What follows belongs to an exercise in optimizing a design on an open flow for small area; a production flow would make more cautious choices.
At most, simulation tests tie the RTL to the original design; equivalence was not proved.

Design fp_mult, start of the top module:
module fp_mult (clk, reset, a, b, res);
  input clk;
  input reset;
  input [31:0] a;
  input [31:0] b;
  output reg [31:0] res;
  wire [7:0] xe0;
  wire [23:0] ma0, mb0;
  fpm_pre pre (.a(a), .b(b), .xe(xe0), .ma(ma0), .mb(mb0));
  reg s1;
  reg [7:0] xe1;
  reg [23:0] ma1, mb1;
  always @(posedge clk) begin
    s1 <= a[31] ^ b[31];
    xe1 <= xe0;
    ma1 <= ma0;
    mb1 <= mb0;
  end
  wire [24:0] ph1;
  wire g1;
  fpm_mul mul (.ma(ma1), .mb(mb1), .ph(ph1), .g(g1));
  reg s2;
  reg [7:0] xe2;
  reg [24:0] ph2;
  reg g2;
  always @(posedge clk) begin
    s2 <= s1;
    xe2 <= xe1;
    ph2 <= ph1;
    g2 <= g1;
  end
  wire [30:0] r2;
  fpm_round rnd (.xe(xe2), .ph(ph2), .g(g2), .r(r2));
  reg [31:0] r3;
  always @(posedge clk) r3 <= {s2, r2};
  always @(posedge clk) res <= reset ? r3 : 32'd0;
endmodule
Size: about 1600 cells after synthesis, roughly 98 I/O pins, ~0.017 sq mm of cells after synthesis.
clock: 8.0 ns
lec_check: 0
cap_margin: 0
core_margin: 2
core_utilization: 70
cts_buf_list: sky130_fd_sc_hd__clkbuf_8
slew_margin: 0
synth_hierarchical: 1
synth_minimum_keep_size: 0
standard.sh (not shown) runs the stock make flow with config.mk's settings and CLKGATE_MAP_FILE= SYNTH_SCRIPT=/design/flow/synth_recipe.tcl, a recipe that flattens the netlist after the stock synthesis.
==> flow/flow/run.sh <==
#!/bin/bash
# Layout flow: the standard ORFS flow (standard synthesis unchanged) with
#  - plain buf_1 cells as the port buffers global placement inserts (every
#    input and output port still gets its own buffer);
#  - clock tree built from clkbuf_8 (clkbuf_16 at the root), without the
#    dummy loads CTS otherwise adds for balancing.
set -euo pipefail
export BUFFER_PORTS_ARGS="-buffer_cell sky130_fd_sc_hd__buf_1"
export CTS_ARGS="-sink_clustering_enable -repair_clock_nets -buf_list sky130_fd_sc_hd__clkbuf_8 -root_buf sky130_fd_sc_hd__clkbuf_16 -dont_use_dummy_load"
bash standard.sh > standard_flow.log 2>&1
Edit:
- CORE_UTILIZATION: 70 -> 60
Outcome:
- first-iteration DRC count grows by roughly a tenth
- routed wire length grows by a few percent
- synthesized cell count is unchanged
- final cell count grows by a few percent
- sequential share of layout area shrinks by 0.12 points
- cell area grows slightly
- worst setup slack is worse by 0.15 ns
- synthesized area stays the same
No run of this note included a check of the RTL's function; only the layout flow was run.

---

fp_mult, a different RTL version from the one above (not shown whole).
Size in the first run: ~160 flip-flops, ~98 I/O pins, about 18,000 um2 of cells after synthesis.
==> flow/config.mk <==
export PLATFORM = sky130hd
export DESIGN_NAME = fp_mult
export DESIGN_NICKNAME = fp_mult
export VERILOG_FILES = /design/flow/design.v
export SDC_FILE = /design/flow/constraint.sdc
export NUM_CORES = 4
export LEC_CHECK = 0
export CAP_MARGIN = 0
export CORE_MARGIN = 2
export CORE_UTILIZATION = 60
export CTS_BUF_LIST = sky130_fd_sc_hd__clkbuf_4 sky130_fd_sc_hd__clkbuf_8 sky130_fd_sc_hd__clkbuf_16
export GPL_TIMING_DRIVEN = 0
export SLEW_MARGIN = 0
export SYNTH_HIERARCHICAL = 1
export SYNTH_MINIMUM_KEEP_SIZE = 0
==> flow/constraint.sdc <==
create_clock -name core_clock -period 8.0 [get_ports {clk}]
set_input_delay 1.6000 -clock core_clock [delete_from_list [all_inputs] [get_ports {clk}]]
set_output_delay 1.6000 -clock core_clock [all_outputs]
set_load 0.01 [all_outputs]
==> flow/flow/run.sh <==
#!/bin/bash
# Layout flow: the standard ORFS flow (standard synthesis unchanged),
# with the port buffers that global placement inserts made plain buf_1
# cells instead of the tool's default choice. Every input and output port
# still gets its own buffer.
set -euo pipefail
export BUFFER_PORTS_ARGS="-buffer_cell sky130_fd_sc_hd__buf_1"
bash standard.sh > standard_flow.log 2>&1
Edit:
- CTS_BUF_LIST: sky130_fd_sc_hd__clkbuf_4 sky130_fd_sc_hd__clkbuf_8 sky130_fd_sc_hd__clkbuf_16 -> sky130_fd_sc_hd__clkbuf_8
=> Setup slack improves by 31 ps; clock-buffer cell count is unchanged; via count falls by 0.82%.
No functional check of the RTL was part of any run of this note.

---

run 1:
Another version of the RTL of fp_mult (not shown whole).
Size: ~1700 cells after synthesis, roughly 160 flip-flops, about 98 I/O pins, about 0.018 mm^2 of cells after synthesis.
clock: 8.0 ns
lec_check: 0
cap_margin: 20
core_margin: 2
core_utilization: 40
cts_buf_list: sky130_fd_sc_hd__clkbuf_4 sky130_fd_sc_hd__clkbuf_8
slew_margin: 20
synth_hierarchical: 1
synth_minimum_keep_size: 0
run.sh (not shown) runs the stock make flow with config.mk's settings and CLKGATE_MAP_FILE= SYNTH_SCRIPT=/design/flow/synth_recipe.tcl, a recipe that flattens the netlist after the stock synthesis.
Stock flow here: none of the scripts above is used.
Run 1 went all the way through the flow, and no timing, DRC or antenna check failed.
Here is what was changed in the inputs of run 2 compared with run 1.
-- flow/config.mk --
<<< run 1, line 9
export CORE_MARGIN = 2
export CORE_UTILIZATION = 40
export CTS_BUF_LIST = sky130_fd_sc_hd__clkbuf_4 sky130_fd_sc_hd__clkbuf_8
export SLEW_MARGIN = 20
export SYNTH_HIERARCHICAL = 1
>>> run 2, line 9
export CORE_MARGIN = 2
export CORE_UTILIZATION = 40
export SLEW_MARGIN = 20
export SYNTH_HIERARCHICAL = 1
==> comparison <==
- The layout inverter count without the clock tree of run 2 and that of run 1 are within noise of each other.
- Run 2 ends up with a number of global-route vias before repair that is about 0.4% higher than in run 1.
- Run 2 has more setup slack than run 1.
- Diff run 1 -> run 2: first-pass GRT wire length down 360 um, cell area after layout up about 1%.
- met1 demand-to-capacity share in global routing on run 2 is down relative to run 1.
No run of this note included a check of the RTL's function; only the layout flow was run.

---

fp_mult, a different RTL version from the one above (not shown whole).
Size in the first run: about 1,500 cells after synthesis, about 160 flip-flops, about 98 I/O pins, ~17,000 um2 of cells after synthesis.
// fp_mult
module fp_mult (clk, reset, a, b, res);
  input clk;
  input reset;
  input [31:0] a;
  input [31:0] b;
  output reg [31:0] res;
  wire [7:0] xe0;
  wire [23:0] ma0, mb0;
  fpm_pre pre (.a(a), .b(b), .xe(xe0), .ma(ma0), .mb(mb0));
  reg s1;
  reg [7:0] xe1;
  reg [23:0] ma1, mb1;
  always @(posedge clk) begin
    s1 <= a[31] ^ b[31];
    xe1 <= xe0;
    ma1 <= ma0;
    mb1 <= mb0;
  end
  wire [24:0] ph1;
  wire g1;
  fpm_mul mul (.ma(ma1), .mb(mb1), .ph(ph1), .g(g1));
  reg s2;
  reg [7:0] xe2;
  reg [24:0] ph2;
  reg g2;
  always @(posedge clk) begin
    s2 <= s1;
    xe2 <= xe1;
    ph2 <= ph1;
    g2 <= g1;
  end
  wire [30:0] r2;
  fpm_round rnd (.xe(xe2), .ph(ph2), .g(g2), .r(r2));
  reg [31:0] r3;
  always @(posedge clk) r3 <= {s2, r2};
  always @(posedge clk) res <= reset ? r3 : 32'd0;
endmodule
Settings: LEC_CHECK=0, CAP_MARGIN=0, CORE_MARGIN=2, CORE_UTILIZATION=60, CTS_BUF_LIST=sky130_fd_sc_hd__clkbuf_8, PLACE_DENSITY=0.8, SLEW_MARGIN=0, SYNTH_HIERARCHICAL=1, SYNTH_MINIMUM_KEEP_SIZE=0; clock period 8.0 ns.
standard.sh (not shown) runs the stock make flow with config.mk's settings and CLKGATE_MAP_FILE= SYNTH_SCRIPT=/design/flow/synth_recipe.tcl, a recipe that flattens the netlist after the stock synthesis.
==> flow/flow/run.sh <==
#!/bin/bash
# Layout flow: the standard ORFS flow (standard synthesis unchanged) with
#  - plain buf_1 cells as the port buffers global placement inserts (every
#    input and output port still gets its own buffer);
#  - clock tree built from clkbuf_8 (clkbuf_16 at the root), without the
#    dummy loads CTS otherwise adds for balancing.
set -euo pipefail
export BUFFER_PORTS_ARGS="-buffer_cell sky130_fd_sc_hd__buf_1"
export CTS_ARGS="-sink_clustering_enable -repair_clock_nets -buf_list sky130_fd_sc_hd__clkbuf_8 -root_buf sky130_fd_sc_hd__clkbuf_16 -dont_use_dummy_load"
bash standard.sh > standard_flow.log 2>&1
Rerun with:
- ABC_AREA: unset -> 1
- PLACE_DENSITY: 0.8 -> unset
Effect:
- final area goes up by 36%
- final cell count came out higher by 110%
- clock-buffer cell count does not change
- setup slack improves by 410 ps
- utilization increases by 0.12 points
Rerun with:
==> flow/flow/run.sh (replaced) <==
#!/bin/bash
# Layout flow: the standard ORFS flow (standard synthesis unchanged),
# with the port buffers that global placement inserts made plain buf_1
# cells instead of the tool's default choice. Every input and output port
# still gets its own buffer.
set -euo pipefail
export BUFFER_PORTS_ARGS="-buffer_cell sky130_fd_sc_hd__buf_1"
bash standard.sh > standard_flow.log 2>&1
- ABC_AREA: 1 -> unset
- CTS_BUF_LIST: sky130_fd_sc_hd__clkbuf_8 -> sky130_fd_sc_hd__clkbuf_4 sky130_fd_sc_hd__clkbuf_8 sky130_fd_sc_hd__clkbuf_16
- CTS_CLUSTER_SIZE: unset -> 30
- sequential cell count is unchanged
- setup slack loses 330 ps
- global-route usage came out lower by 0.10 points
- count of clock-buffer cells in the layout stays the same
Rerun with:
==> flow/flow/run.sh (replaced) <==
#!/bin/bash
# Layout flow: the standard ORFS flow (standard synthesis unchanged) with
#  - the buffers synthesis inserted removed at floorplan (global placement
#    is not timing-driven here, so it would not remove them);
#  - plain buf_1 cells as the port buffers global placement inserts (every
#    input and output port still gets its own buffer);
#  - clock tree built from clkbuf_8 (clkbuf_16 at the root), without the
#    dummy loads CTS otherwise adds for balancing.
set -euo pipefail
export REMOVE_ABC_BUFFERS=1
export BUFFER_PORTS_ARGS="-buffer_cell sky130_fd_sc_hd__buf_1"
export CTS_ARGS="-sink_clustering_enable -repair_clock_nets -buf_list sky130_fd_sc_hd__clkbuf_8 -root_buf sky130_fd_sc_hd__clkbuf_16 -dont_use_dummy_load"
bash standard.sh > standard_flow.log 2>&1
- CTS_BUF_LIST: sky130_fd_sc_hd__clkbuf_4 sky130_fd_sc_hd__clkbuf_8 sky130_fd_sc_hd__clkbuf_16 -> sky130_fd_sc_hd__clkbuf_8
- CTS_CLUSTER_SIZE: 30 -> unset
- GPL_TIMING_DRIVEN: unset -> 0
=>
- The new run passed the timing, DRC and antenna checks
- via count grows slightly
- final cell count falls slightly
- count of clock-buffer cells in the layout stays the same
- synthesized cell count is unchanged

[what the ideal ports hide]
The results above use ideal ports. As a check the final layouts listed here were re-extracted and re-timed, cells and wires unchanged.
Step 1 sets driving cells, clkbuf_16 on the clock port and buf_2 on the other inputs (assumed; they add their load-dependent delay and slew).
Step 2 moves the port delays by t, midway between the first and last clock arrival at a register: inputs arrive t later, outputs are due t later. That takes back most of the time a late clock gives input paths.
Slacks: ideal / step 1 / step 2; pairs: ideal / step 1.
run	t, ns	setup slack, ns	slew at the worst register clock pin (ns)
the first run of note 1	0.415	0.497 / 0.497 / 0.497	0.10 / 0.10
the second run of note 1	0.444	0.347 / 0.347 / 0.347	0.10 / 0.10
the first run of note 2	0.492	0.149 / 0.149 / 0.149	0.07 / 0.07
the second run of note 2	0.527	0.181 / 0.181 / 0.181	0.09 / 0.09
run 1	0.582	0.484 / 0.484 / 0.484	0.12 / 0.12
run 2	0.521	0.505 / 0.505 / 0.505	0.08 / 0.08
the first run of note 4	0.426	0.727 / 0.727 / 0.727	0.09 / 0.09
the second run of note 4	0.486	1.133 / 1.133 / 1.133	0.10 / 0.10
the third run of note 4	0.498	0.806 / 0.806 / 0.806	0.09 / 0.09
the fourth run of note 4	0.439	0.335 / 0.335 / 0.335	0.10 / 0.10
After both steps setup and hold are still met in every run listed.
